From an optimization exercise on the open Yosys and OpenROAD flow, aimed at small area, a short achievable clock period and few clock cycles per item; shortcuts taken in it are not production practice. Where RTL was checked, it was by simulation tests only, not by an equivalence proof against the original. The RTL of runs 2 to 4 was laid out without a check of its function.

==> design/flow/flow/run.sh <==
#!/bin/bash
# Standard layout with: repair_timing aiming at 6.9 ns of setup slack, port buffers made of
# the smallest buffer cell, and clock tree synthesis without dummy loads.
set -euo pipefail
export BUFFER_PORTS_ARGS="-buffer_cell sky130_fd_sc_hd__buf_1"
export SETUP_SLACK_MARGIN=6.9
export CTS_ARGS="-sink_clustering_enable -repair_clock_nets -dont_use_dummy_load -buf_list {sky130_fd_sc_hd__clkbuf_8 sky130_fd_sc_hd__clkbuf_16}"
bash standard.sh > standard_flow.log 2>&1
==> design/flow/standard.sh <==
#!/bin/bash
# synth_recipe.tcl (not shown) runs the flow's synth.tcl, then flattens the netlist and writes it again
# the make line also repeats each setting of config.mk as NAME=value (left out here)
make -C /OpenROAD-flow-scripts/flow DESIGN_CONFIG=/design/flow/config.mk WORK_HOME=/design/flow/orfs CLKGATE_MAP_FILE= SYNTH_SCRIPT=/design/flow/synth_recipe.tcl "${@:-finish}"
==> design/flow/config.mk <==
export PLATFORM = sky130hd
export DESIGN_NAME = convert_to_10
export DESIGN_NICKNAME = convert_to_10
export VERILOG_FILES = /design/flow/design.v
export SDC_FILE = /design/flow/constraint.sdc
export NUM_CORES = 4
export LEC_CHECK = 0
export CAP_MARGIN = 20
export CORE_MARGIN = 2
export CORE_UTILIZATION = 70
export PLACE_DENSITY = 0.8
export SLEW_MARGIN = 20
==> design/flow/constraint.sdc <==
create_clock -name core_clock -period 10.0 [get_ports {clk}]
set_input_delay 2.0000 -clock core_clock [delete_from_list [all_inputs] [get_ports {clk}]]
set_output_delay 2.0000 -clock core_clock [all_outputs]
set_load 0.01 [all_outputs]
==> design/flow/design.v <==
`timescale 1ns / 1ps
module convert_to_10 (
    input wire clk,
    input wire rst,
    input wire start,
    input wire [399:0] binary,
    output reg [3:0] decimal,
    output reg valid,
    output reg done
);
    localparam integer W  = 12;                
    localparam integer NB = (392 + W - 1) / W;  
    localparam integer WT = 392 - (NB - 1) * W;  
    reg  [391:0] v;                  
    reg  [2*NB-1:0] p;               
    reg  [3:0] jreg, jreg2;          
    reg        ereg, ereg2;          
    reg        run;
    reg  [7:0] cnt;
    wire [395:0] a = {1'b0, v, 3'b000};
    wire [395:0] b = {3'b000, v, 1'b0};
    wire [391:0] v_nx;
    wire [2*NB-1:0] p_nx;
    wire [3:0]   j_nx;
    genvar gi, gj, gk;
    generate
        for (gi = 0; gi < NB; gi = gi + 1) begin : blk
            localparam integer LO = gi * W;
            localparam integer N  = (gi < NB - 1) ? W : WT + 4;    
            wire [1:0]   pp = (gi == 0) ? 2'b00 : p[2*gi +: 2];
            wire [N-1:0] ab = a[LO +: N];
            wire [N-1:0] bb = b[LO +: N];
            wire [N-1:0] qb = {{(N-5){1'b0}}, pp[1], pp[0], pp[1], pp[0], 1'b0};
            wire [N:0]   x  = {1'b0, ab ^ bb ^ qb};
            wire [N:0]   y  = {(ab & bb) | (ab & qb) | (bb & qb), 1'b0};
            wire [N:0]   G [0:5];
            wire [N:0]   P [0:5];
            assign G[0] = x & y;
            assign P[0] = x ^ y;
            for (gj = 0; gj < 5; gj = gj + 1) begin : lv
                for (gk = 0; gk <= N; gk = gk + 1) begin : el
                    if ((gk >> gj) & 1) begin : c
                        localparam integer J = ((gk >> gj) << gj) - 1;
                        assign G[gj+1][gk] = G[gj][gk] | (P[gj][gk] & G[gj][J]);
                        assign P[gj+1][gk] = P[gj][gk] & P[gj][J];
                    end else begin : n
                        assign G[gj+1][gk] = G[gj][gk];
                        assign P[gj+1][gk] = P[gj][gk];
                    end
                end
            end
            wire [N+1:0] s = {G[5][N], P[0] ^ {G[5][N-1:0], 1'b0}};
            if (gi < NB - 1) begin : mid
                assign v_nx[LO +: W] = s[W-1:0];
                assign p_nx[2*(gi+1) +: 2] = s[W+1:W];
            end else begin : top
                assign v_nx[391:LO] = s[WT-1:0];
                assign j_nx = s[WT+3:WT];
            end
        end
    endgenerate
    assign p_nx[1:0] = 2'b00;
    wire [NB-1:0] g0, pr0;
    generate
        for (gi = 0; gi < NB; gi = gi + 1) begin : gp
            localparam integer LO = gi * W;
            localparam integer HI = (gi < NB - 1) ? LO + W - 1 : 391;
            wire hi1 = &v[HI:LO+2];
            wire v1 = v[LO + 1];
            wire v0 = v[LO];
            wire p1 = (gi == 0) ? 1'b0 : p[2*gi + 1];
            wire p0 = (gi == 0) ? 1'b0 : p[2*gi];
            assign g0[gi]  = hi1 & v1 & (p1 | (p0 & v0));
            assign pr0[gi] = hi1 & ((~p1 & ~p0 & v1 & v0) | (p0 & v1 & ~v0) | (p1 & ~v1 & v0));
        end
    endgenerate
    localparam integer LV = (NB > 32) ? 6 : (NB > 16) ? 5 : (NB > 8) ? 4 : 3;   
    wire [NB-1:0] gl [0:LV];
    wire [NB-1:0] pl [0:LV];
    assign gl[0] = g0;
    assign pl[0] = pr0;
    genvar gl_i, gl_l;
    generate
        for (gl_l = 0; gl_l < LV; gl_l = gl_l + 1) begin : lv
            for (gl_i = 0; gl_i < NB; gl_i = gl_i + 1) begin : el
                if ((gl_i % (2 << gl_l)) == 0 && gl_i + (1 << gl_l) < NB) begin : cmb
                    assign gl[gl_l+1][gl_i] = gl[gl_l][gl_i + (1 << gl_l)] |
                                              (pl[gl_l][gl_i + (1 << gl_l)] & gl[gl_l][gl_i]);
                    assign pl[gl_l+1][gl_i] = pl[gl_l][gl_i + (1 << gl_l)] & pl[gl_l][gl_i];
                end else begin : pass
                    assign gl[gl_l+1][gl_i] = gl[gl_l][gl_i];
                    assign pl[gl_l+1][gl_i] = pl[gl_l][gl_i];
                end
            end
        end
    endgenerate
    wire e = gl[LV][0];
    wire [3:0] digit = jreg2 + {3'b000, ereg} + {1'b0, ereg2, ereg2, 1'b0};
    always @(posedge clk) begin
        if (run) begin
            v <= v_nx;
            p <= p_nx;
        end else begin
            v <= binary[391:0];
            p <= 0;
        end
        jreg  <= j_nx;
        jreg2 <= jreg;
        ereg  <= e;
        ereg2 <= ereg;
        decimal <= run ? digit : binary[395:392];
    end
    always @(posedge clk) begin
        if (rst) begin
            run   <= 1'b0;
            cnt   <= 8'd0;
            valid <= 1'b0;
            done  <= 1'b0;
        end else begin
            valid <= start | (run & (cnt >= 8'd3));
            done  <= run & (cnt == 8'd151);
            if (run) begin
                cnt <= cnt + 8'd1;
                if (cnt == 8'd151) run <= 1'b0;
            end else if (start) begin
                run <= 1'b1;
                cnt <= 8'd1;
            end
        end
    end
endmodule
==> notes.md, run 1 <==
RSZ-0062 raised after global routing=yes; initial antenna violation count=43; CTS Sinks=481; flops & latches, synth=481; Synth Flop Type=dfxtp_1; Vias/cell=5.95; site row count=82; Vias=27,000; crit end category=register; worst-path fanout max=3; GRT met3 Usage=0.0686; CTS H-Tree Depth=2; post-synth top area share=0.272; HP Class=register to register; GRT met2 Usage=0.580; Reg clk slew, reported paths=0.06 ns; post-place instance area=37,600 um2; slew at the pin with the worst max-slew slack=1.03 ns; I/O pins=409; initial core utilization=0.707; syn avg cell area=10.4 um2; met1 Track Usage GR=0.378; GR peak layer=met2; area leader, netlist=dfxtp_1; DIE HEIGHT=229 um; Async SR Flop Fraction=0; vias in the first global route=29,200; minimum clock period=3.07 ns; clock buffer depth=3; drt drc=0; Fin Clk Skew=0.0376 ns; die width=229 um; status=timing/DRC/antenna clean; maxcap violations=0; top cells by count, synth=623 x ha_1, 481 x dfxtp_1, 268 x mux2_2; per-cell routed wire length=19.0 um; Final nets=5,103; CTS buffer count=54; Total Neg Setup Slack=0 ns; largest net degree at the start of global routing=88; maximum clock rate=0.326 GHz; Fillers=3,213; critical path type=register to register; Routability Congestion=0.899; final std cell area, no fill=40,100 um2; Synthesis Warnings=1; Routed Antenna Nets=0; Critical Path RT=10.50 ns; CTS root buffer=clkbuf_16; CTS tree=yes; crit start category=register; Mapped Area=35,400 um2; Slew Limit Fails=0; first-pass GRT wire length=141 mm; final global-route overflow total=0; area grow syn2layout=13.3%; Port Buffers=404; Die Area=52,400 um2; Area contributors post-synth=dfxtp_1 27%, ha_1 22%, fa_1 13%, mux2_2 8.5%, xnor2_1 4.0%; gr usage total=0.328; Syn Inst Count=3,414; DR pass1 iterations=7; fin crit share=0.307; CORE AREA=50,100 um2; final hold vios=0; # setup viols final=0; Distinct cells, synth=70; DR iter-0 viols=1,244; dpl hpwl=65.6 mm; Slew headroom=0.310; Routed WL=86.6 mm; Worst EP arrival=3.57 ns; most numerous cell in the Yosys netlist=ha_1; syn nets=4,668; latest clock arrival within the worst-skew pair=0.61 ns; post-synthesis sequential area ratio=0.272; fraction of layout instances using a drive strength above 1=0.164; number of synthesized flops with an enable pin=0
==> metal layers <==
metal | vias to the layer above | share of wire
li1 | 13000 | -
met1 | 13100 | 0.39
met2 | 671 | 0.50
met3 | 269 | 0.057
met4 | 30 | 0.049
met5 | - | 0.0023
==> critical path: stages, from the launching register on <==
cell	delay, ns
dfxtp_4	0.35
fa_1	0.56
ha_1	0.24
a21o_1	0.15
a21o_1	0.16
a21o_1	0.15
a21o_1	0.17
a21oi_2	0.19
o21bai_2	0.12
a311oi_2	0.36
buf_4	0.18
xnor2_1	0.06
mux2_4	0.26
==> kinds of logic after synthesis <==
group | synth area share
adder cells (fa/ha/maj) | 0.349
flip-flops | 0.272
AO/OA/AOI/OAI | 0.104
buffers and inverters | 0.0334
AND/OR/NAND/NOR | 0.0926
multiplexers | 0.0937
XOR/XNOR | 0.0556
==> state kept, by name, indices dropped and copies added (netlist names) <==
| name | flops |
|---|---|
| cnt | 8 |
| run | 1 |
| ereg2 | 1 |
| jreg2 | 4 |
| v | 392 |
| done | 1 |
| valid | 1 |
| ereg | 1 |
| jreg | 4 |
| p | 64 |
| decimal | 4 |
==> final timing paths <==
path | depth (start not counted) | endpoint | startpoint | slack, ns
setup / recovery | 12 | v[334] | v[325] | 6.93
hold / removal | 0 | jreg2[2] | jreg[2] | 0.33
setup reg to reg | 12 | v[334] | v[325] | 6.93
hold reg to reg | 0 | jreg2[2] | jreg[2] | 0.33
==> through the flow <==
stage	instances	hold slack, ns	utilization	setup WS (ns)
2_1_floorplan	3414	0.310	-	6.96
3_3_place_gp	4428	0.315	0.750	6.61
3_5_place_dp	4428	0.315	0.750	6.61
4_1_cts	4485	0.329	0.785	6.90
5_1_grt	4544	0.347	0.801	6.83
6_report	4548	0.329	0.801	6.93
==> cell usage in the layout, fill, tap and decap left out, drive strengths merged, types with 65 or more instances in the layout <==
cell   instances
ha           623
dfxtp        481
buf          448
mux2         268
inv          246
a21oi        236
fa           228
nand2        208
xnor2        162
nor2         124
o21ai        112
nand4         72
a21o          65
nand3         65
==> what timing repair did <==
| action | 4_1_cts | 5_1_grt |
|---|---|---|
| endpoints found under the setup margin | 176 | 171 |
| setup buffers | 3 | 34 |
| hold buffers | 0 | 0 |
| pin swaps | 9 | 94 |
| resized for setup | 129 | 147 |
| gates cloned | 0 | 0 |
==> cell type report <==
| type | instances | area, um2 | share of cell area |
|---|---|---|---|
| multi-input combinational | 2618 | 25300 | 0.630 |
| sequential | 481 | 9790 | 0.244 |
| timing repair buffer | 448 | 1860 | 0.0464 |
| clock buffer | 54 | 1350 | 0.0337 |
| inverter | 246 | 926 | 0.0231 |
| tap | 672 | 841 | 0.0210 |
| antenna | 29 | 72.6 | 0.00181 |
Testbench counts, summed over its fixed seeds: cycles 19,456, items 128.
==> inputs of run 2 (changes only) <==
--- a/design/flow/design.v
+++ b/design/flow/design.v
@@ -10,3 +10,3 @@
 );
-    localparam integer W  = 12;                
+    localparam integer W  = 8;                
     localparam integer NB = (392 + W - 1) / W;  
==> notes.md, run 2 <==
status=timing/DRC/antenna clean; first-pass GRT wire length=136 mm (-3.7%); CTS Hold Bufs=0 (unchanged); Routability Congestion=0.899 (about the same); crit-path max cell delay=0.35 ns (-0.21 ns); fin crit share=0.307 (about the same); maximum clock rate=0.326 GHz (about the same); largest register by flop count=v; dpl hpwl=65.7 mm (about the same); final hold vios=0 (unchanged); Routed Antenna Nets=0 (unchanged); initial antenna violation count=25 (-42%); most frequent cells in the layout=591 x ha_1, 439 x dfxtp_1, 398 x buf_1; largest registers=v (392), p (96), cnt (8); CTS Sinks=513 (+6.7%); initial core utilization=0.712 (+0.00469); Critical Path RT=8.00 ns (-2.50 ns); number of synthesized flops with an enable pin=0 (unchanged); syn avg cell area=10.9 um2 (+5.1%); Synth Flop Type=dfxtp_1; CTS buffer count=57 (+5.6%); largest net degree at the start of global routing=205 (+130%); commonest non-fill, non-tap cell in the layout=ha_1; maxcap violations=0 (unchanged); Vias=26,300 (-2.6%); Slew headroom=0.267 (-0.0436); crit end category=output port; Final nets=5,047 (-1.1%); CTS root buffer=clkbuf_16; WP depth=1 (-11); minimum clock period=3.07 ns (-0.00141 ns); per-cell routed wire length=18.5 um (-3.0%); post-CTS setup buffers=0 (-3); critical path type=register to output port; syn nets=4,651 (-0.36%); Distinct cells, synth=73 (+4.3%); Mapped Area=36,700 um2 (+3.6%); Slew Limit Fails=0 (unchanged); Total Neg Setup Slack=0 ns (unchanged); Reg clk slew, reported paths=0.06 ns (about the same); clock buffer depth=3 (unchanged); Async SR Flop Fraction=0 (unchanged); Synthesis Warnings=1 (unchanged); CP cell instances=buf_6; flops & latches, synth=513 (+6.7%); FF-to-FF path depth=10 (-2); post-place instance area=38,800 um2 (+3.3%); Worst EP arrival=1.07 ns (-2.50 ns); area grow syn2layout=10.3%; gr usage total=0.309 (-0.0190); # setup viols final=0 (unchanged); Area contributors post-synth=dfxtp_1 28%, ha_1 20%, fa_1 16%, mux2_2 7.7%, xnor2_1 3.6%; Die Area=54,200 um2 (+3.5%); top cells by count, synth=591 x ha_1, 513 x dfxtp_1, 292 x fa_1; DR iter-0 viols=992 (-20%); vias in the first global route=28,400 (-2.5%); site row count=83 (+1.2%); Largest register FFs=392 (unchanged); Fin Clk Skew=0.0306 ns (-0.00704 ns); final std cell area, no fill=40,500 um2 (+0.86%); most numerous cell in the Yosys netlist=ha_1; DR pass1 iterations=5 (-2); Vias/cell=5.90 (-0.72%); CTS H-Tree Depth=2 (unchanged); CTS tree=yes; worst-path fanout max=1 (-2); CP top delay family=flip-flops; CORE AREA=51,500 um2 (+2.9%); fraction of layout instances using a drive strength above 1=0.123 (-0.0414); crit path max-delay cell type=dfxtp_2; final global-route overflow total=0 (unchanged); die width=233 um (+1.7%); RSZ-0062 raised after global routing=no; post-synthesis sequential area ratio=0.280 (+0.00812); latest clock arrival within the worst-skew pair=0.62 ns (about the same); Port Buffers=404 (unchanged); Routed WL=82.4 mm (-4.9%); hold path cells=0 (unchanged); Syn Inst Count=3,365 (-1.4%); DIE HEIGHT=233 um (+1.7%); crit start category=register; critical path buffer and inverter count=1 (unchanged); drt drc=0 (unchanged); post-synth top area share=0.280 (+0.00812); slew at the pin with the worst max-slew slack=1.10 ns (+0.0654 ns); HP Class=register to register; area leader, netlist=dfxtp_1; I/O pins=409 (unchanged)
run 2: cell types whose count changed in the layout (fill, tap and decap cells not counted), moves of 61 or more:
| cell | delta |
|---|---|
| nand2_1 | -124 |
| a21oi_2 | -97 |
| a21o_1 | +93 |
| nor2b_1 | +91 |
| and2_1 | +88 |
| fa_1 | +77 |
| inv_1 | -68 |
| xor2_1 | -61 |
run 2: cell type report:
cell class,count,area (um2)
multi-input combinational,2603,25500
fill,3374,11000
sequential,513,10400
timing repair buffer,409,1600
clock buffer,57,1430
tap,680,851
inverter,177,664
antenna,21,52.6
run 2: repair_timing:
item / 4_1_cts / 5_1_grt
gates resized for setup: 17 / 104
setup endpoints to repair: 47 / 74
pin swaps: 0 / 0
gates cloned: 0 / 0
run 2: final timing paths:
check                              from       end  slack, ns
worst max register to register   v[385]   jreg[1]       7.00
worst max-delay path              valid     valid       6.93
worst min-delay path            jreg[2]  jreg2[2]       0.32
worst min register to register  jreg[2]  jreg2[2]       0.32
run 2: kinds of logic (layout without fill, tap and decap cells):
family,after synthesis,in the layout,share of synthesized area
simple gates,719,719,0.114
compound gates,579,579,0.101
fa+ha+maj,885,885,0.362
mux,269,269,0.0820
other cells,0,21,0
xor+xnor,151,151,0.0361
buf+inv,249,643,0.0255
flops,513,513,0.280
run 2: per-layer routing:
layer  track usage  up-vias  share of wire
met5             0        -         0.0012
met4         0.133       16          0.039
met3        0.0558      199          0.052
met2         0.549      553           0.50
met1         0.365    12800           0.40
li1              -    12700              -
run 2: stage by stage:
| stage | worst slack (ns) | cells | hold WS [ns] | utilization |
|---|---|---|---|---|
| finish | 6.93 | 4460 | 0.317 | 0.786 |
| global route | 6.90 | 4452 | 0.312 | 0.785 |
| CTS | 6.83 | 4439 | 0.313 | 0.782 |
| detailed placement | 6.77 | 4382 | 0.317 | 0.754 |
| global placement | 6.82 | 4382 | 0.313 | 0.754 |
| floorplan | 7.19 | 3365 | 0.310 | - |
==> inputs of run 3 (changes only) <==
--- a/design/flow/flow/run.sh
+++ b/design/flow/flow/run.sh
@@ -6,3 +6,3 @@
 export SETUP_SLACK_MARGIN=6.9
-export CTS_ARGS="-sink_clustering_enable -repair_clock_nets -dont_use_dummy_load -buf_list {sky130_fd_sc_hd__clkbuf_8 sky130_fd_sc_hd__clkbuf_16}"
+export CTS_ARGS="-sink_clustering_enable -repair_clock_nets -dont_use_dummy_load -buf_list {sky130_fd_sc_hd__clkbuf_16} -sink_clustering_size 24 -sink_clustering_max_diameter 70"
 bash standard.sh > standard_flow.log 2>&1
==> notes.md, run 3 <==
status=timing/DRC/antenna clean; DR iter-0 viols=1,006 (+1.4%); Mapped Area=36,700 um2 (unchanged); largest registers=v (392), p (96), cnt (8); DIE HEIGHT=233 um (unchanged); CTS Hold Bufs=0 (unchanged); CORE AREA=51,500 um2 (unchanged); site row count=83 (unchanged); Post-Synth XOR/XNOR Area=0.0361 (unchanged); Slew headroom=0.260 (-0.00686); CP top delay family=flip-flops; maxcap violations=0 (unchanged); post-synthesis compound-gate area fraction=0.101 (unchanged); first-pass GRT wire length=134 mm (-1.3%); dpl hpwl=65.7 mm (unchanged); DR pass1 iterations=7 (+2); top cells by count, synth=591 x ha_1, 513 x dfxtp_1, 292 x fa_1; area grow syn2layout=8.90%; worst-path fanout max=1 (unchanged); Reg clk slew, reported paths=0.08 ns (+0.02 ns); gr usage total=0.304 (-0.00447); Async SR Flop Fraction=0 (unchanged); Area contributors post-synth=dfxtp_1 28%, ha_1 20%, fa_1 16%, mux2_2 7.7%, xnor2_1 3.6%; per-cell routed wire length=18.3 um (-0.89%); largest register by flop count=v; post-synth top area share=0.280 (unchanged); CTS H-Tree Depth=2 (unchanged); crit end category=output port; minimum clock period=3.06 ns (-0.0118 ns); fin crit share=0.306 (-0.00118); final global-route overflow total=0 (unchanged); Port Buffers=404 (unchanged); crit-path max cell delay=0.35 ns (about the same); Fin Clk Skew=0.0347 ns (+0.00419 ns); area leader, netlist=dfxtp_1; Fin Hold WS=0.330 ns (+0.0135 ns); number of synthesized flops with an enable pin=0 (unchanged); Critical Path RT=8.00 ns (about the same); Final nets=5,027 (-0.40%); Worst EP arrival=1.06 ns (about the same); slew at the pin with the worst max-slew slack=1.11 ns (+0.0103 ns); mux share of post-synthesis cell area=0.0820 (unchanged); Die Area=54,200 um2 (unchanged); latest clock arrival within the worst-skew pair=0.57 ns (-0.05 ns); cts repair resizes=13 (-4); maximum clock rate=0.327 GHz (+0.39%); die width=233 um (unchanged); CTS buffer count=37 (-35%); critical path type=register to output port; crit path max-delay cell type=dfxtp_2; most numerous cell in the Yosys netlist=ha_1; largest net degree at the start of global routing=205 (unchanged); Total Neg Setup Slack=0 ns (unchanged); Distinct cells, synth=73 (unchanged); drt drc=0 (unchanged); final std cell area, no fill=39,900 um2 (-1.3%); initial antenna violation count=23 (-8.0%); HP Class=register to register; vias in the first global route=28,100 (-1.0%); largest family of logic cells by synthesized area=adder cells; I/O pins=409 (unchanged); Synth Flop Type=dfxtp_1; post-synthesis sequential area ratio=0.280 (unchanged); Vias=26,100 (-0.85%); CTS Sinks=513 (unchanged); post-place instance area=38,800 um2 (unchanged); Routability Congestion=0.899 (unchanged); CTS tree=yes; critical path buffer and inverter count=1 (unchanged); Largest register FFs=392 (unchanged); syn nets=4,651 (unchanged); Syn Inst Count=3,365 (unchanged); post-synthesis simple-gate area fraction=0.114 (unchanged); Routed WL=81.3 mm (-1.3%); clock buffer depth=3 (unchanged); Slew Limit Fails=0 (unchanged); syn avg cell area=10.9 um2 (unchanged); Synthesis Warnings=1 (unchanged); RSZ-0062 raised after global routing=yes; crit start category=register; CP cell instances=buf_2; Post-Route Utilization=0.775 (-0.0102); Synth Area in Adders=0.362 (unchanged); initial core utilization=0.712 (unchanged); # setup viols final=0 (unchanged); final hold vios=0 (unchanged); Vias/cell=5.88 (-0.45%); fraction of layout instances using a drive strength above 1=0.117 (-0.00576); Routed Antenna Nets=0 (unchanged); flops & latches, synth=513 (unchanged); post-CTS setup buffers=0 (unchanged); CTS root buffer=clkbuf_16; commonest non-fill, non-tap cell in the layout=ha_1; most frequent cells in the layout=591 x ha_1, 440 x dfxtp_1, 400 x buf_1
-- run 3: metal layers --
metal,vias up,GRT usage,share of wire
met1,12700,0.364,0.41
met2,511,0.543,0.50
met3,182,0.0490,0.050
met4,14,0.125,0.036
li1,12700,-,-
met5,-,0,0.00095
-- run 3: logic make-up after synthesis --
family,count (synthesis)
XOR/XNOR,151
multiplexers,269
buffers and inverters,249
AND/OR/NAND/NOR,719
adder cells (fa/ha/maj),885
flip-flops,513
AO/OA/AOI/OAI,579
-- run 3: layout make-up --
class                           instances  area, um2
Tap cell                              680        851
Antenna cell                           23       57.6
Sequential cell                       513      10400
Multi-Input combinational cell       2603      25500
Fill cell                            3460      11600
Timing Repair Buffer                  409       1580
Inverter                              177        664
Clock buffer                           37        926
-- run 3: metrics by stage --
step | setup slack [ns] | cells
finish | 6.94 | 4442
global placement | 6.82 | 4382
floorplan | 7.19 | 3365
global route | 6.87 | 4431
CTS | 6.86 | 4419
detailed placement | 6.77 | 4382
-- run 3: final timing paths --
check        startpoint        to  slack [ns]  cells after the start
max                done      done        6.94                      1
min             jreg[0]  jreg2[0]        0.33                      0
max reg2reg      v[207]     p[54]        7.02                     11
min reg2reg     jreg[0]  jreg2[0]        0.33                      0
==> inputs of run 4 (changes only) <==
--- a/design/flow/config.mk
+++ b/design/flow/config.mk
@@ -7,2 +7,3 @@
 export LEC_CHECK = 0
+export ABC_AREA = 1
 export CAP_MARGIN = 20
==> notes.md, run 4 <==
crit path max-delay cell type=dfxtp_2; Synthesis Warnings=1 (unchanged); post-synthesis sequential area ratio=0.278 (-0.00206); Port Buffers=404 (unchanged); CP top delay family=flip-flops; Area contributors post-synth=dfxtp_1 28%, ha_1 20%, fa_1 16%, nand2_1 13%, o21ai_0 3.5%; Slew headroom=0.311 (+0.0508); # setup viols final=0 (unchanged); CTS Sinks=513 (unchanged); post-synth top area share=0.278 (-0.00206); largest register by flop count=v; Critical Path RT=8.00 ns (about the same); area grow syn2layout=8.21%; worst-path fanout max=1 (unchanged); CTS Hold Bufs=0 (unchanged); GRT met2 Usage=0.529 (-0.0135); area leader, netlist=dfxtp_1; Vias/cell=5.42 (-7.7%); Async SR Flop Fraction=0 (unchanged); gr usage total=0.307 (+0.00232); Routed WL=81.8 mm (+0.62%); Mapped Area=36,900 um2 (+0.74%); clock buffer depth=3 (unchanged); pre-CTS setup slack=6.65 ns (-0.116 ns); Vias=29,100 (+11%); crit end category=output port; Slew Limit Fails=0 (unchanged); drt drc=0 (unchanged); Routability Congestion=0.896 (-0.32%); Fin Clk Skew=0.0411 ns (+0.00635 ns); CTS root buffer=clkbuf_16; most frequent cells in the layout=1,307 x nand2_1, 591 x ha_1, 511 x dfxtp_1; Largest register FFs=392 (unchanged); Fillers=3,949 (+14%); initial core utilization=0.706 (-0.00612); critical path type=register to output port; syn avg cell area=8.59 um2 (-21%); vias in the first global route=29,000 (+3.2%); top cells by count, synth=1,307 x nand2_1, 591 x ha_1, 513 x dfxtp_1; CTS H-Tree Depth=2 (unchanged); R2R setup slack=7.32 ns (+0.30 ns); I/O pins=409 (unchanged); fraction of layout instances using a drive strength above 1=0.0118 (-0.105); Total Neg Setup Slack=0 ns (unchanged); RSZ-0062 raised after global routing=no; largest registers=v (392), p (96), cnt (8); Syn Inst Count=4,301 (+28%); CORE AREA=52,300 um2 (+1.6%); GRT met3 Usage=0.0389 (-0.0101); die width=234 um (+0.36%); Final nets=5,937 (+18%); minimum clock period=3.04 ns (-0.0166 ns); final global-route overflow total=0 (unchanged); latest clock arrival within the worst-skew pair=0.59 ns (+0.02 ns); crit-path max cell delay=0.35 ns (about the same); syn nets=5,587 (+20%); Routed Antenna Nets=0 (unchanged); Synth Flop Type=dfxtp_1; Setup WS post-layout=6.96 ns (+0.0166 ns); maximum clock rate=0.329 GHz (+0.55%); DR iter-0 viols=1,273 (+27%); Worst EP arrival=1.04 ns (-0.02 ns); HP Class=register to register; number of synthesized flops with an enable pin=0 (unchanged); GR peak layer=met2; per-cell routed wire length=15.3 um (-17%); first-pass GRT wire length=136 mm (+1.7%); maxcap violations=0 (unchanged); site row count=84 (+1.2%); CTS tree=yes; DIE HEIGHT=234 um (+0.36%); initial antenna violation count=20 (-13%); slew at the pin with the worst max-slew slack=1.03 ns (-0.0762 ns); flops & latches, synth=513 (unchanged); CP cell instances=buf_2; Reg clk slew, reported paths=0.08 ns (about the same); post-CTS setup buffers=0 (unchanged); Die Area=54,600 um2 (+0.73%); CTS buffer count=38 (+2.7%); critical path buffer and inverter count=1 (unchanged); Distinct cells, synth=37 (-49%); most numerous cell in the Yosys netlist=nand2_1; final hold vios=0 (unchanged); dpl hpwl=64.0 mm (-2.6%); DR pass1 iterations=5 (-2); largest net degree at the start of global routing=184 (-10%); status=timing/DRC/antenna clean; crit start category=register; fin crit share=0.304 (-0.00166); commonest non-fill, non-tap cell in the layout=nand2_1; met1 Track Usage GR=0.390 (+0.0260)
[run 4: cell families after synthesis]
kind of cell    synth area share
compound gates            0.0829
xor+xnor                  0.0481
buf+inv                   0.0462
fa+ha+maj                  0.358
simple gates               0.187
flops                      0.278
[run 4: what timing repair did]
item | CTS | global route
setup endpoints to repair | 45 | 29
gates cloned | 0 | 0
gates resized for setup | 4 | 3
[run 4: path summary, 6_finish.rpt]
check	end	start	depth (start not counted)
setup / recovery	valid	valid	1
hold / removal	jreg2[1]	jreg[1]	0
setup reg to reg	v[135]	run	5
hold reg to reg	jreg2[1]	jreg[1]	0
[run 4: final cells by class]
cell class / count / area (um2) / area share
Timing Repair Buffer: 410 / 1590 / 0.0397
Tap cell: 688 / 861 / 0.0215
Inverter: 336 / 1280 / 0.0320
Multi-Input combinational cell: 3352 / 25000 / 0.625
Antenna cell: 23 / 57.6 / 0.00144
Clock buffer: 38 / 951 / 0.0238
Sequential cell: 513 / 10300 / 0.257
[run 4: layer usage]
layer,share of wire,wire [um]
met1,0.43,35400
met2,0.48,39200
met3,0.048,3920
met4,0.040,3260
met5,0.00056,46
[run 4: through the flow]
stage          cells   util  hold WS (ns)  area (um2)
3_5_place_dp    5299  0.744         0.312       38900
3_3_place_gp    5299  0.744         0.311       38900
5_1_grt         5353  0.764         0.338       40000
6_report        5360  0.764         0.328       40000
4_1_cts         5337  0.763         0.327       39900
2_1_floorplan   4301      -         0.310       36900
==> inputs of run 5 (changes only) <==
--- a/design/flow/design.v
+++ b/design/flow/design.v
@@ -10,3 +10,3 @@
 );
-    localparam integer W  = 8;                
+    localparam integer W  = 12;                
     localparam integer NB = (392 + W - 1) / W;  
--- a/design/flow/config.mk
+++ b/design/flow/config.mk
@@ -7,3 +7,2 @@
 export LEC_CHECK = 0
-export ABC_AREA = 1
 export CAP_MARGIN = 20
==> notes.md, run 5 <==
RSZ-0062 raised after global routing=yes; flops & latches, synth=481 (-6.2%); clock buffer depth=3 (unchanged); CP cell instances=fa_1 -> ha_1 -> a21o_1 -> a21oi_2 -> o21bai_1 -> a21o_1 -> a21oi_2 -> o21bai_2 -> inv_2 -> fa_2 -> xnor2_2 -> mux2_2; Slew headroom=0.316 (+0.00534); DR iter-0 viols=1,239 (-2.7%); CTS buffer count=37 (-2.6%); crit path max-delay cell type=fa_1; crit-path max cell delay=0.53 ns (+0.18 ns); largest net degree at the start of global routing=88 (-52%); fin crit share=0.313 (+0.00877); Vias/cell=5.94 (+9.5%); HP Class=register to register; Fin Hold WS=0.334 ns (+0.00682 ns); most numerous cell in the Yosys netlist=ha_1; CTS Hold Bufs=0 (unchanged); Total Neg Setup Slack=0 ns (unchanged); # setup viols final=0 (unchanged); critical path buffer and inverter count=1 (unchanged); crit end category=register; initial core utilization=0.707 (+0.00142); area grow syn2layout=12.2%; I/O pins=409 (unchanged); Synth Flop Type=dfxtp_1; largest register by flop count=v; Fillers=3,275 (-17%); Slew Limit Fails=0 (unchanged); DR pass1 iterations=8 (+3); final global-route overflow total=0 (unchanged); critical path type=register to register; post-synth top area share=0.272 (-0.00606); DIE HEIGHT=229 um (-2.1%); Routed WL=85.3 mm (+4.3%); syn avg cell area=10.4 um2 (+21%); maximum clock rate=0.320 GHz (-2.8%); CORE AREA=50,100 um2 (-4.3%); most frequent cells in the layout=623 x ha_1, 401 x buf_1, 399 x dfxtp_1; post-synthesis sequential area ratio=0.272 (-0.00606); CTS root buffer=clkbuf_16; largest registers=v (392), p (64), cnt (8); top cells by count, synth=623 x ha_1, 481 x dfxtp_1, 268 x mux2_2; Worst EP arrival=3.59 ns (+2.55 ns); Synthesis Warnings=1 (unchanged); number of synthesized flops with an enable pin=0 (unchanged); initial antenna violation count=42 (+110%); per-cell routed wire length=18.8 um (+23%); Port Buffers=404 (unchanged); CTS tree=yes; CP top delay family=adder cells; Vias=26,900 (-7.3%); Critical Path RT=10.46 ns (+2.46 ns); drt drc=0 (unchanged); Fin Clk Skew=0.0453 ns (+0.00417 ns); first-pass GRT wire length=138 mm (+1.7%); Final nets=5,095 (-14%); Syn Inst Count=3,414 (-21%); gr usage total=0.321 (+0.0145); site row count=82 (-2.4%); CTS Sinks=481 (-6.2%); Distinct cells, synth=70 (+89%); Area contributors post-synth=dfxtp_1 27%, ha_1 22%, fa_1 13%, mux2_2 8.5%, xnor2_1 4.0%; syn nets=4,668 (-16%); worst-path fanout max=6 (+5); minimum clock period=3.13 ns (+0.0877 ns); final hold vios=0 (unchanged); commonest non-fill, non-tap cell in the layout=ha_1; Routed Antenna Nets=0 (unchanged); Reg clk slew, reported paths=0.08 ns (about the same); CTS H-Tree Depth=2 (unchanged); area leader, netlist=dfxtp_1; Die Area=52,400 um2 (-4.1%); crit start category=register; Largest register FFs=392 (unchanged); Async SR Flop Fraction=0 (unchanged); fraction of layout instances using a drive strength above 1=0.160 (+0.149); latest clock arrival within the worst-skew pair=0.60 ns (about the same); die width=229 um (-2.1%); Mapped Area=35,400 um2 (-4.1%); slew at the pin with the worst max-slew slack=1.03 ns (-0.00802 ns); vias in the first global route=28,900 (-0.22%); dpl hpwl=65.6 mm (+2.6%); maxcap violations=0 (unchanged); Routability Congestion=0.899 (+0.39%); status=timing/DRC/antenna clean
run 5: cell types whose count changed after synthesis, sizes merged, moves of 56 or more:
| cell | change |
|---|---|
| nand2 | -1099 |
| inv | -90 |
| fa | -64 |
| buf | -56 |
| mux2 | +268 |
| nand3 | -145 |
| a21oi | +87 |
| o21bai | +61 |
| o21ai | -147 |
run 5: cell families after synthesis:
group,after synthesis,share of synthesized area
adder cells (fa/ha/maj),852,0.349
buffers and inverters,315,0.0334
AO/OA/AOI/OAI,582,0.104
multiplexers,298,0.0937
AND/OR/NAND/NOR,661,0.0926
flip-flops,481,0.272
XOR/XNOR,225,0.0556
run 5: routing by layer:
metal	global-route usage	share of wire
met2	0.571	0.50
met3	0.0603	0.053
met4	0.144	0.047
met5	0	0.0021
met1	0.375	0.40
run 5: stage by stage:
| stage | util | worst slack, ns | area (um2) | std cells |
|---|---|---|---|---|
| 6_report | 0.793 | 6.87 | 39700 | 4538 |
| 5_1_grt | 0.793 | 6.81 | 39700 | 4535 |
| 4_1_cts | 0.775 | 6.90 | 38800 | 4468 |
| 3_5_place_dp | 0.750 | 6.61 | 37600 | 4428 |
| 3_3_place_gp | 0.750 | 6.61 | 37600 | 4428 |
| 2_1_floorplan | - | 6.96 | 35400 | 3414 |
run 5: layout make-up:
cell class	count	area, um2	area share
diodes	27	67.6	0.00170
clock buffers	37	926	0.0233
inverters	246	926	0.0233
multi-input cells	2618	25200	0.636
flip-flops and latches	481	9800	0.247
well taps	672	841	0.0212
repair buffers	457	1920	0.0484
run 5: worst paths after layout:
path / from / to / slack [ns] / depth (start not counted)
worst max register to register: v[289] / v[297] / 6.87 / 12
worst min register to register: jreg[2] / jreg2[2] / 0.33 / 0
worst max-delay path: v[289] / v[297] / 6.87 / 12
worst min-delay path: jreg[2] / jreg2[2] / 0.33 / 0
run 5: timing repair:
item	CTS	global route
setup buffers	3	43
gates resized for setup	113	156
pin swaps	9	111
endpoints found under the setup margin	171	171
Testbench counts of run 5, summed over its fixed seeds: cycles 19,456, items 128.
==> inputs of run 6 (changes only) <==
--- a/design/flow/config.mk
+++ b/design/flow/config.mk
@@ -7,2 +7,3 @@
 export LEC_CHECK = 0
+export ABC_AREA = 1
 export CAP_MARGIN = 20
==> notes.md, run 6 <==
status=timing/DRC/antenna clean; crit start category=register; maximum clock rate=0.328 GHz (+2.7%); largest registers=v (392), p (64), cnt (8); syn avg cell area=8.00 um2 (-23%); minimum clock period=3.05 ns (-0.0811 ns); Routability Congestion=0.896 (-0.41%); Synth Flop Type=dfxtp_1; Fin Clk Skew=0.0353 ns (-0.00998 ns); Async SR Flop Fraction=0 (unchanged); initial antenna violation count=29 (-31%); most frequent cells in the layout=1,452 x nand2_1, 623 x ha_1, 478 x dfxtp_1; Mapped Area=37,100 um2 (+4.8%); first-pass GRT wire length=138 mm (-0.53%); vias in the first global route=29,900 (+3.2%); drt drc=0 (unchanged); Routed Antenna Nets=0 (unchanged); post-synth top area share=0.259 (-0.0124); Final Non-Filler Cells=5,698 (+26%); crit-path max cell delay=0.34 ns (-0.19 ns); WP depth=1 (-11); Fillers=4,060 (+24%); CP cell instances=buf_2; Slew headroom=0.342 (+0.0266); post-CTS setup buffers=0 (-3); cell count after placement=5,643 (+27%); I/O pins=409 (unchanged); Die Area=54,900 um2 (+4.7%); fraction of layout instances using a drive strength above 1=0.0367 (-0.124); Final nets=6,249 (+23%); GRT met2 Usage=0.516 (-0.0548); Area contributors post-synth=dfxtp_1 26%, ha_1 21%, nand2_1 15%, fa_1 12%, inv_1 3.8%; Critical Path RT=8.00 ns (-2.46 ns); latest clock arrival within the worst-skew pair=0.59 ns (about the same); clock buffer depth=3 (unchanged); post-synthesis compound-gate area fraction=0.0841 (-0.0194); RSZ-0062 raised after global routing=no; largest family of logic cells by synthesized area=adder cells; GRT met3 Usage=0.0591 (-0.00116); Synthesis Warnings=1 (unchanged); GR peak layer=met2; DIE HEIGHT=234 um (+2.3%); syn nets=5,893 (+26%); critical path type=register to output port; largest net degree at the start of global routing=217 (+150%); DR iter-0 viols=1,459 (+18%); worst-path fanout max=1 (-5); FF-to-FF path depth=5 (-7); Reg clk slew, reported paths=0.08 ns (about the same); Total Neg Setup Slack=0 ns (unchanged); top cells by count, synth=1,452 x nand2_1, 623 x ha_1, 481 x dfxtp_1; post-synthesis sequential area ratio=0.259 (-0.0124); Port Buffers=404 (unchanged); fin crit share=0.305 (-0.00811); final global-route overflow total=0 (unchanged); area of the multi-input gates=25,500 um2 (+1.2%); Worst EP arrival=1.05 ns (-2.54 ns); commonest non-fill, non-tap cell in the layout=nand2_1; area grow syn2layout=8.24%; CTS root buffer=clkbuf_16; HP Class=register to register; post-synthesis simple-gate area fraction=0.236 (+0.144); reg-to-reg critical path startpoint=run; initial core utilization=0.708 (about the same); register area=9640 um2 (-1.6%); Routed WL=83.4 mm (-2.3%); hold path cells=0 (unchanged); critical path buffer and inverter count=1 (unchanged); Largest register FFs=392 (unchanged); CTS tree=yes; crit path max-delay cell type=dfxtp_2; mux share of post-synthesis cell area=0 (-0.0937); number of synthesized flops with an enable pin=0 (unchanged); CTS Sinks=481 (unchanged); # setup viols final=0 (unchanged); gr usage total=0.308 (-0.0136); Vias/cell=5.38 (-9.4%); CTS H-Tree Depth=2 (unchanged); CORE AREA=52,400 um2 (+4.7%); largest register by flop count=v; DR pass1 iterations=6 (-2); crit end category=output port; Synth Area in Adders=0.333 (-0.0162); die width=234 um (+2.3%); Distinct cells, synth=48 (-31%); flops & latches, synth=481 (unchanged); area leader, netlist=dfxtp_1; dpl hpwl=65.7 mm (about the same); Syn Inst Count=4,639 (+36%); Post-Synth XOR/XNOR Area=0.0345 (-0.0212); CTS Hold Bufs=0 (unchanged); CP startpoint=done; met1 Track Usage GR=0.388 (+0.0130); most numerous cell in the Yosys netlist=nand2_1; start point of the worst hold path=jreg[2]; Vias=30,700 (+14%); CTS buffer count=37 (unchanged); CP top delay family=flip-flops; site row count=84 (+2.4%); maxcap violations=0 (unchanged); per-cell routed wire length=14.6 um (-22%); slew at the pin with the worst max-slew slack=0.986 ns (-0.0400 ns); final hold vios=0 (unchanged); Slew Limit Fails=0 (unchanged)
## run 6: layout make-up
| type | count | share of cell area |
|---|---|---|
| multi-input combinational | 3649 | 0.636 |
| sequential | 481 | 0.240 |
| timing repair buffer | 412 | 0.0400 |
| inverter | 414 | 0.0389 |
| clock buffer | 37 | 0.0230 |
| tap | 688 | 0.0214 |
| antenna | 17 | 0.00106 |
## run 6: worst paths after layout
check                     to  slack (ns)
hold reg to reg     jreg2[2]        0.33
hold / removal      jreg2[2]        0.33
setup reg to reg  decimal[0]        7.05
setup / recovery        done        6.95
## run 6: through the flow
stage | worst slack, ns | hold slack [ns] | cell area, um2 | util
after global routing | 6.90 | 0.339 | 40200 | 0.766
after CTS | 6.92 | 0.334 | 40100 | 0.765
after detailed placement | 6.52 | 0.314 | 39200 | 0.747
final | 6.95 | 0.332 | 40200 | 0.766
after floorplan | 7.42 | 0.310 | 37100 | -
after global placement | 6.60 | 0.312 | 39200 | 0.747
## run 6: per-layer routing
| layer | vias to the layer above | part of all wire |
|---|---|---|
| met4 | 28 | 0.039 |
| met5 | - | 0.0022 |
| met1 | 14000 | 0.44 |
| met2 | 614 | 0.46 |
| li1 | 15800 | - |
| met3 | 200 | 0.059 |
## run 6: logic make-up (layout without fill, tap and decap cells)
family,Yosys count,count (layout)
simple gates,2128,2128
fa+ha+maj,851,851
compound gates,524,524
buf+inv,509,863
flops,481,481
xor+xnor,146,146
other cells,0,17
## run 6: repair_timing
item / 4_1_cts / 5_1_grt
resized for setup: 5 / 1
setup endpoints to repair: 59 / 1
pin swaps: 0 / 0
==> inputs of run 7 (changes only) <==
--- a/design/flow/design.v
+++ b/design/flow/design.v
@@ -10,4 +10,4 @@
 );
-    localparam integer W  = 12;                
-    localparam integer NB = (392 + W - 1) / W;  
+    localparam integer W  = 10;                
+    localparam integer NB = 392 / W;              
     localparam integer WT = 392 - (NB - 1) * W;  
--- a/design/flow/config.mk
+++ b/design/flow/config.mk
@@ -7,3 +7,2 @@
 export LEC_CHECK = 0
-export ABC_AREA = 1
 export CAP_MARGIN = 20
==> notes.md, run 7 <==
slew at the pin with the worst max-slew slack=1.19 ns (+0.200 ns); RSZ-0062 raised after global routing=yes; largest net degree at the start of global routing=218 (+0.46%); site row count=82 (-2.4%); most frequent cells in the layout=589 x ha_1, 402 x buf_1, 328 x dfxtp_1; CORE AREA=50,100 um2 (-4.5%); DR iter-0 viols=1,463 (+0.27%); commonest non-fill, non-tap cell in the layout=ha_1; Async SR Flop Fraction=0 (unchanged); final hold vios=0 (unchanged); largest register by flop count=v; Reg clk slew, reported paths=0.08 ns (about the same); Routed WL=87.3 mm (+4.7%); start point of the worst hold path=jreg[1]; Largest register FFs=392 (unchanged); Routed Antenna Nets=0 (unchanged); top cells by count, synth=593 x ha_1, 493 x dfxtp_1, 270 x fa_1; CTS H-Tree Depth=2 (unchanged); syn avg cell area=10.9 um2 (+37%); die width=229 um (-2.2%); Die Area=52,500 um2 (-4.3%); Critical Path RT=10.45 ns (+2.45 ns); latest clock arrival within the worst-skew pair=0.57 ns (-0.02 ns); fin crit share=0.312 (+0.00747); area grow syn2layout=16.0%; Slew Limit Fails=0 (unchanged); minimum clock period=3.12 ns (+0.0747 ns); DIE HEIGHT=229 um (-2.2%); maximum clock rate=0.321 GHz (-2.4%); post-place instance area=37,700 um2 (-3.8%); initial core utilization=0.709 (+0.00146); post-synth top area share=0.278 (+0.0185); flops & latches, synth=493 (+2.5%); fraction of layout instances using a drive strength above 1=0.226 (+0.189); Synthesis Warnings=1 (unchanged); Area contributors post-synth=dfxtp_1 28%, ha_1 21%, fa_1 15%, mux2_2 8.4%, xnor2_1 4.4%; CTS buffer count=37 (unchanged); reg-to-reg critical path startpoint=v[79]; CP startpoint=v[79]; worst-path fanout max=2 (+1); Synth Flop Type=dfxtp_1; gr usage total=0.317 (+0.00960); number of synthesized flops with an enable pin=0 (unchanged); Fin Clk Skew=0.0283 ns (-0.00701 ns); dpl hpwl=64.2 mm (-2.2%); initial antenna violation count=34 (+17%); vias in the first global route=28,400 (-5.1%); syn nets=4,511 (-23%); maxcap violations=0 (unchanged); drt drc=0 (unchanged); most numerous cell in the Yosys netlist=ha_1; Total Neg Setup Slack=0 ns (unchanged); Routability Congestion=0.891 (-0.54%); CTS root buffer=clkbuf_16; Slew headroom=0.209 (-0.133); Port Buffers=404 (unchanged); largest registers=v (392), p (76), cnt (8); # setup viols final=0 (unchanged); final std cell area, no fill=41,200 um2 (+2.5%); post-synthesis sequential area ratio=0.278 (+0.0185); Final nets=5,084 (-19%); DR pass1 iterations=5 (-1); Mapped Area=35,500 um2 (-4.3%); Vias=27,000 (-12%); per-cell routed wire length=19.3 um (+32%); I/O pins=409 (unchanged); Fillers=3,062 (-25%); status=timing/DRC/antenna clean; final global-route overflow total=0 (unchanged); Vias/cell=5.99 (+11%); Worst EP arrival=3.57 ns (+2.52 ns); clock buffer depth=3 (unchanged); crit start category=register; first-pass GRT wire length=137 mm (-0.74%); CTS Sinks=493 (+2.5%); critical path type=register to register; Distinct cells, synth=63 (+31%); CTS tree=yes; Syn Inst Count=3,245 (-30%); HP Class=register to register; area leader, netlist=dfxtp_1; crit end category=register
run 7: cell types whose count changed after synthesis, moves of 67 or more:
| cell | before | now |
|---|---|---|
| a21oi_1 | 166 | 250 |
| nand2_1 | 1452 | 77 |
| nand3_1 | 209 | 16 |
| nor2b_1 | 0 | 100 |
| a21o_1 | 3 | 128 |
| xor2_1 | 73 | 6 |
| mux2_2 | 0 | 266 |
| inv_1 | 374 | 61 |
| nand2b_1 | 0 | 78 |
| o21ai_0 | 235 | 94 |
| xnor2_1 | 73 | 178 |
| nor2_1 | 303 | 165 |
run 7: worst max-delay path, cell delays in order, from the launching register on:
cell,delay [ns]
dfxtp_4,0.36
fa_2,0.60
ha_4,0.21
a21o_1,0.16
a21o_1,0.16
a21o_1,0.17
a21oi_2,0.20
nor2b_2,0.09
o21ai_2,0.19
nand2b_1,0.13
fa_2,0.46
mux2_4,0.26
run 7: final timing paths:
kind	to	slack, ns	cells past startpoint
setup / recovery	v[88]	6.88	11
hold / removal	jreg2[1]	0.33	0
setup reg to reg	v[88]	6.88	11
hold reg to reg	jreg2[1]	0.33	0
run 7: through the flow:
stage	hold WS, ns	std cells	utilization	worst slack [ns]
after floorplan	0.310	3245	-	6.90
after global placement	0.315	4257	0.752	6.68
after detailed placement	0.315	4257	0.752	6.55
after CTS	0.333	4356	0.788	6.85
after global routing	0.339	4506	0.822	6.78
final	0.333	4517	0.822	6.88
run 7: cell families after synthesis:
kind of cell	share of synthesized area
buffers and inverters	0.0136
AND/OR/NAND/NOR	0.112
XOR/XNOR	0.0454
adder cells (fa/ha/maj)	0.361
AO/OA/AOI/OAI	0.0912
flip-flops	0.278
multiplexers	0.0985
run 7: what timing repair did:
action | 4_1_cts | 5_1_grt
resized for setup | 184 | 243
pin swaps | 61 | 200
endpoints found under the setup margin | 77 | 187
hold buffers | 0 | 0
setup buffers | 62 | 132
run 7: area by class of cell:
| type | count | area (um2) | share of cell area |
|---|---|---|---|
| repair buffers | 602 | 3050 | 0.0741 |
| multi-input cells | 2623 | 25800 | 0.627 |
| inverters | 61 | 229 | 0.00556 |
| clock buffers | 37 | 926 | 0.0225 |
| well taps | 672 | 841 | 0.0204 |
| diodes | 29 | 72.6 | 0.00176 |
| flip-flops and latches | 493 | 10200 | 0.248 |
run 7: per-layer routing:
metal | vias to the layer above | GRT usage | part of all wire
met3 | 244 | 0.0631 | 0.057
li1 | 12900 | - | -
met5 | - | 0 | 0.0019
met1 | 13200 | 0.382 | 0.40
met2 | 697 | 0.555 | 0.51
met4 | 28 | 0.130 | 0.040
Testbench counts of run 7, summed over its fixed seeds: cycles 19,456, items 128.
==> inputs of run 8 (changes only) <==
--- a/design/flow/config.mk
+++ b/design/flow/config.mk
@@ -7,2 +7,3 @@
 export LEC_CHECK = 0
+export ABC_AREA = 1
 export CAP_MARGIN = 20
==> notes.md, run 8 <==
status=timing/DRC/antenna clean; crit start category=register; CP cell instances=buf_1; Total Neg Setup Slack=0 ns (unchanged); Critical Path RT=8.00 ns (-2.45 ns); post-synthesis simple-gate area fraction=0.203 (+0.0904); post-synthesis sequential area ratio=0.277 (-0.000645); clock buffer depth=3 (unchanged); # setup viols final=0 (unchanged); register area=9900 um2 (-3.2%); Post-Synth XOR/XNOR Area=0.0497 (+0.00432); Final Non-Filler Cells=5,151 (+14%); largest net degree at the start of global routing=270 (+24%); area leader, netlist=dfxtp_1; fin crit share=0.303 (-0.00856); die width=229 um (+0.11%); Distinct cells, synth=47 (-25%); Slew headroom=0.316 (+0.107); Routed Antenna Nets=0 (unchanged); DR iter-0 viols=1,621 (+11%); Fillers=3,833 (+25%); CTS Hold Bufs=0 (unchanged); commonest non-fill, non-tap cell in the layout=nand2_1; largest registers=v (392), p (76), cnt (8); DIE HEIGHT=229 um (+0.11%); fraction of layout instances using a drive strength above 1=0.0315 (-0.194); final global-route overflow total=0 (unchanged); Area contributors post-synth=dfxtp_1 28%, ha_1 21%, fa_1 15%, nand2_1 14%, xnor2_1 4.6%; syn nets=5,390 (+19%); Async SR Flop Fraction=0 (unchanged); Reg clk slew, reported paths=0.09 ns (about the same); most frequent cells in the layout=1,347 x nand2_1, 592 x ha_1, 468 x dfxtp_1; final hold vios=0 (unchanged); CTS root buffer=clkbuf_16; Worst EP arrival=1.03 ns (-2.54 ns); area grow syn2layout=8.47%; initial core utilization=0.709 (about the same); flops & latches, synth=493 (unchanged); Fin Clk Skew=0.0313 ns (+0.00305 ns); I/O pins=409 (unchanged); CTS Sinks=493 (unchanged); gr usage total=0.307 (-0.0101); HP Class=register to register; vias in the first global route=28,500 (+0.36%); first-pass GRT wire length=133 mm (-2.5%); CP top delay family=flip-flops; crit-path max cell delay=0.32 ns (-0.28 ns); Die Area=52,700 um2 (+0.23%); Mapped Area=35,600 um2 (+0.23%); post-synth top area share=0.277 (-0.000645); post-synthesis compound-gate area fraction=0.0841 (-0.00710); Synth Area in Adders=0.360 (-0.000838); latest clock arrival within the worst-skew pair=0.58 ns (about the same); minimum clock period=3.03 ns (-0.0856 ns); CORE AREA=50,200 um2 (+0.20%); RSZ-0062 raised after global routing=no; site row count=82 (unchanged); area of the multi-input gates=24,800 um2 (-3.9%); critical path buffer and inverter count=1 (+1); syn avg cell area=8.63 um2 (-21%); drt drc=0 (unchanged); Routed WL=78.7 mm (-9.8%); Routability Congestion=0.886 (-0.51%); mux share of post-synthesis cell area=0 (-0.0985); maximum clock rate=0.330 GHz (+2.8%); Synth Flop Type=dfxtp_1; Final nets=5,743 (+13%); Synthesis Warnings=1 (unchanged); Port Buffers=404 (unchanged); Largest register FFs=392 (unchanged); cell count after placement=5,109 (+20%); Syn Inst Count=4,124 (+27%); critical path type=register to output port; initial antenna violation count=10 (-71%); number of synthesized flops with an enable pin=0 (unchanged); top cells by count, synth=1,347 x nand2_1, 593 x ha_1, 493 x dfxtp_1; DR pass1 iterations=6 (+1); slew at the pin with the worst max-slew slack=1.03 ns (-0.160 ns); dpl hpwl=61.7 mm (-3.9%); worst-path fanout max=1 (-1); Vias=28,200 (+4.4%); Slew Limit Fails=0 (unchanged); maxcap violations=0 (unchanged); Vias/cell=5.48 (-8.5%); most numerous cell in the Yosys netlist=nand2_1; largest family of logic cells by synthesized area=adder cells; CTS H-Tree Depth=2 (unchanged); CTS tree=yes; crit end category=output port; CTS buffer count=37 (unchanged); per-cell routed wire length=15.3 um (-21%); largest register by flop count=v; crit path max-delay cell type=dfxtp_1
==> run 8: cell types whose count changed after synthesis, moves of 88 or more <==
cell     change
nand2_1   +1270
nand3_1    +133
o21ai_0    +124
a21oi_1     -88
mux2_2     -266
a21o_1      -88
nor2b_1     -99
==> run 8: stage by stage <==
stage / setup slack, ns / hold slack [ns] / utilization / area [um2]
floorplan: 7.33 / 0.310 / - / 35600
global placement: 6.61 / 0.310 / 0.749 / 37600
detailed placement: 6.63 / 0.314 / 0.749 / 37600
CTS: 6.90 / 0.330 / 0.768 / 38500
global route: 6.87 / 0.338 / 0.769 / 38600
finish: 6.97 / 0.327 / 0.769 / 38600
==> run 8: cells by family (layout without fill, tap and decap cells) <==
| kind of cell | after synthesis | count (layout) |
|---|---|---|
| other cells | 0 | 4 |
| xor+xnor | 202 | 202 |
| simple gates | 1811 | 1811 |
| fa+ha+maj | 863 | 863 |
| flops | 493 | 493 |
| compound gates | 524 | 524 |
| buf+inv | 231 | 582 |
==> run 8: final timing paths <==
path              start         end  slack (ns)  depth (start not counted)
max          decimal[2]  decimal[2]        6.97                          1
min             jreg[1]    jreg2[1]        0.33                          0
max reg2reg      v[291]      v[299]        7.07                         12
min reg2reg     jreg[1]    jreg2[1]        0.33                          0
==> run 8: cell type report <==
type,instances,area share
timing repair buffer,411,0.0412
antenna,4,0.000259
multi-input combinational,3400,0.643
inverter,134,0.0134
tap,672,0.0218
clock buffer,37,0.0240
sequential,493,0.257
==> run 8: metal layers <==
layer | vias up | wire length (um) | GRT usage
met5 | - | 74 | 0
met4 | 14 | 2840 | 0.108
met3 | 158 | 4030 | 0.0479
met2 | 595 | 36600 | 0.512
met1 | 13100 | 35200 | 0.407
li1 | 14400 | - | -
==> run 8: what timing repair did <==
item | CTS | global route
setup buffers | 0 | 1
resized for setup | 1 | 30
endpoints found under the setup margin | 74 | 88
pin swaps | 0 | 1
==> inputs of run 9 (changes only) <==
--- a/design/flow/config.mk
+++ b/design/flow/config.mk
@@ -10,4 +10,4 @@
 export CORE_MARGIN = 2
-export CORE_UTILIZATION = 70
-export PLACE_DENSITY = 0.8
+export CORE_UTILIZATION = 80
+export PLACE_DENSITY = 0.85
 export SLEW_MARGIN = 20
==> notes.md, run 9 <==
Synth Area in Adders=0.360 (unchanged); CTS buffer count=37 (unchanged); crit start category=register; die width=215 um (-6.3%); largest registers=v (392), p (76), cnt (8); Area contributors post-synth=dfxtp_1 28%, ha_1 21%, fa_1 15%, nand2_1 14%, xnor2_1 4.6%; Syn Inst Count=4,124 (unchanged); syn avg cell area=8.63 um2 (unchanged); area grow syn2layout=8.30%; HP Class=register to register; largest net degree at the start of global routing=193 (-29%); fin crit share=0.306 (+0.00278); critical path buffer and inverter count=1 (unchanged); per-cell routed wire length=16.5 um (+7.9%); Slew headroom=0.328 (+0.0126); Synth Flop Type=dfxtp_1; commonest non-fill, non-tap cell in the layout=nand2_1; syn nets=5,390 (unchanged); post-synth top area share=0.277 (unchanged); status=timing/DRC/antenna clean; Distinct cells, synth=47 (unchanged); minimum clock period=3.06 ns (+0.0278 ns); fraction of layout instances using a drive strength above 1=0.0340 (+0.00247); crit end category=output port; Mapped Area=35,600 um2 (unchanged); top cells by count, synth=1,347 x nand2_1, 593 x ha_1, 493 x dfxtp_1; initial antenna violation count=24 (+14); CP cell instances=buf_2; Die Area=46,200 um2 (-12%); maximum clock rate=0.327 GHz (-0.91%); first-pass GRT wire length=140 mm (+5.0%); critical path type=register to output port; post-CTS setup buffers=0 (unchanged); Worst EP arrival=1.06 ns (+0.03 ns); initial core utilization=0.808 (+0.0990); final std cell area, no fill=38,500 um2 (-0.16%); DIE HEIGHT=215 um (-6.3%); Vias/cell=5.79 (+5.6%); maxcap violations=0 (unchanged); Reg clk slew, reported paths=0.07 ns (-0.02 ns); Vias=29,400 (+4.2%); mux share of post-synthesis cell area=0 (unchanged); final global-route overflow total=0 (unchanged); post-synthesis simple-gate area fraction=0.203 (unchanged); # setup viols final=0 (unchanged); Port Buffers=404 (unchanged); DR iter-0 viols=1,945 (+20%); Fin Clk Skew=0.0227 ns (-0.00864 ns); Post-Synth XOR/XNOR Area=0.0497 (unchanged); drt drc=0 (unchanged); CTS root buffer=clkbuf_16; Final Non-Filler Cells=5,084 (-1.3%); Setup WS post-layout=6.94 ns (-0.0278 ns); most numerous cell in the Yosys netlist=nand2_1; dpl hpwl=63.1 mm (+2.3%); RSZ-0062 raised after global routing=yes; worst-path fanout max=1 (unchanged); final hold vios=0 (unchanged); GR peak layer=met2; CTS H-Tree Depth=2 (unchanged); latest clock arrival within the worst-skew pair=0.57 ns (about the same); largest family of logic cells by synthesized area=adder cells; Routed Antenna Nets=0 (unchanged); site row count=77 (-6.1%); pre-CTS setup slack=6.86 ns (+0.228 ns); GRT met3 Usage=0.0651 (+0.0172); Routed WL=83.8 mm (+6.5%); post-synthesis compound-gate area fraction=0.0841 (unchanged); Final nets=5,741 (-0.035%); Routability Congestion=0.932 (+5.1%); crit path max-delay cell type=dfxtp_1; CTS Hold Bufs=0 (unchanged); CTS Sinks=493 (unchanged); cell count after placement=5,028 (-1.6%); most frequent cells in the layout=1,347 x nand2_1, 592 x ha_1, 456 x dfxtp_1; I/O pins=409 (unchanged); number of synthesized flops with an enable pin=0 (unchanged); Critical Path RT=8.00 ns (about the same); Slew Limit Fails=0 (unchanged); slew at the pin with the worst max-slew slack=1.01 ns (-0.0189 ns); clock buffer depth=3 (unchanged); DR pass1 iterations=5 (-1); Total Neg Setup Slack=0 ns (unchanged); Async SR Flop Fraction=0 (unchanged); CP top delay family=flip-flops; Synthesis Warnings=1 (unchanged); Largest register FFs=392 (unchanged); largest register by flop count=v; crit-path max cell delay=0.36 ns (+0.04 ns); post-place instance area=37,500 um2 (-0.29%); area leader, netlist=dfxtp_1; CTS tree=yes; met1 Track Usage GR=0.457 (+0.0503); GRT met2 Usage=0.618 (+0.106); flops & latches, synth=493 (unchanged); CORE AREA=44,000 um2 (-12%); post-synthesis sequential area ratio=0.277 (unchanged); vias in the first global route=29,800 (+4.7%); gr usage total=0.370 (+0.0626)
## run 9: layer usage
layer  wire length [um]  share of wire
met5                 80        0.00095
met4               4600          0.055
met2              39700           0.47
met1              33700           0.40
met3               5720          0.068
## run 9: cells by family (layout without fill, tap and decap cells)
group,Yosys count,count (layout)
and+or+nand+nor,1811,1811
adders and majority gates,863,863
AOI/OAI and AO/OA,524,524
DFF,493,493
buffers and inverters,231,580
xor gates and xnor gates,202,202
other,0,19
## run 9: worst paths after layout
check        startpoint    endpoint  slack, ns  cells after the start
max          decimal[1]  decimal[1]       6.94                      1
min             jreg[1]    jreg2[1]       0.33                      0
max reg2reg      v[161]      v[169]       7.02                     12
min reg2reg     jreg[1]    jreg2[1]       0.33                      0
## run 9: stage by stage
stage | hold WS, ns | utilization
after floorplan | 0.310 | -
after global placement | 0.311 | 0.851
after detailed placement | 0.315 | 0.851
after CTS | 0.331 | 0.873
after global routing | 0.335 | 0.875
final | 0.328 | 0.875
## run 9: layout make-up
class | count | area, um2
Multi-Input combinational cell | 3400 | 24800
Sequential cell | 493 | 9920
Timing Repair Buffer | 409 | 1580
Tap cell | 592 | 741
Fill cell | 2429 | 5490
Inverter | 134 | 515
Clock buffer | 37 | 926
Antenna cell | 19 | 47.5
## run 9: timing repair
item                       4_1_cts  5_1_grt
gates resized for setup          4       43
setup endpoints to repair        5       41
pin swaps                        0        0

[afterwards: timing with drivers on the ports]
The results above use ideal ports. As a check the final layouts listed here were re-extracted and re-timed, cells and wires unchanged. Step 1, drivers: a clkbuf_16 drives clk and a buf_2 each remaining input, both assumed. Step 2 adds t to the input delays and takes it off the output delays; t is the mean of the earliest and latest rising clock arrival at the registers after step 1. Input paths then give back, and output paths get back, about the clock's delay inside the block. a / b / c = ideal ports / drivers / drivers and shift; a / b = the first two.
run | t (ns) | setup WS [ns] | latest minus earliest clock arrival (ns)
run 1 | 0.663 | 6.931 / 6.871 / 6.931 | 0.044 / 0.045
run 2 | 0.669 | 6.933 / 6.868 / 6.999 | 0.033 / 0.033
run 3 | 0.626 | 6.945 / 6.879 / 7.016 | 0.047 / 0.046
run 4 | 0.635 | 6.961 / 6.899 / 7.065 | 0.042 / 0.041
run 5 | 0.632 | 6.874 / 6.874 / 6.874 | 0.056 / 0.056
run 6 | 0.633 | 6.955 / 6.892 / 7.050 | 0.040 / 0.040
run 7 | 0.625 | 6.880 / 6.880 / 6.880 | 0.038 / 0.039
run 8 | 0.626 | 6.966 / 6.904 / 7.005 | 0.033 / 0.034
run 9 | 0.626 | 6.938 / 6.874 / 7.004 | 0.024 / 0.024
After both steps setup and hold are still met in every run listed.
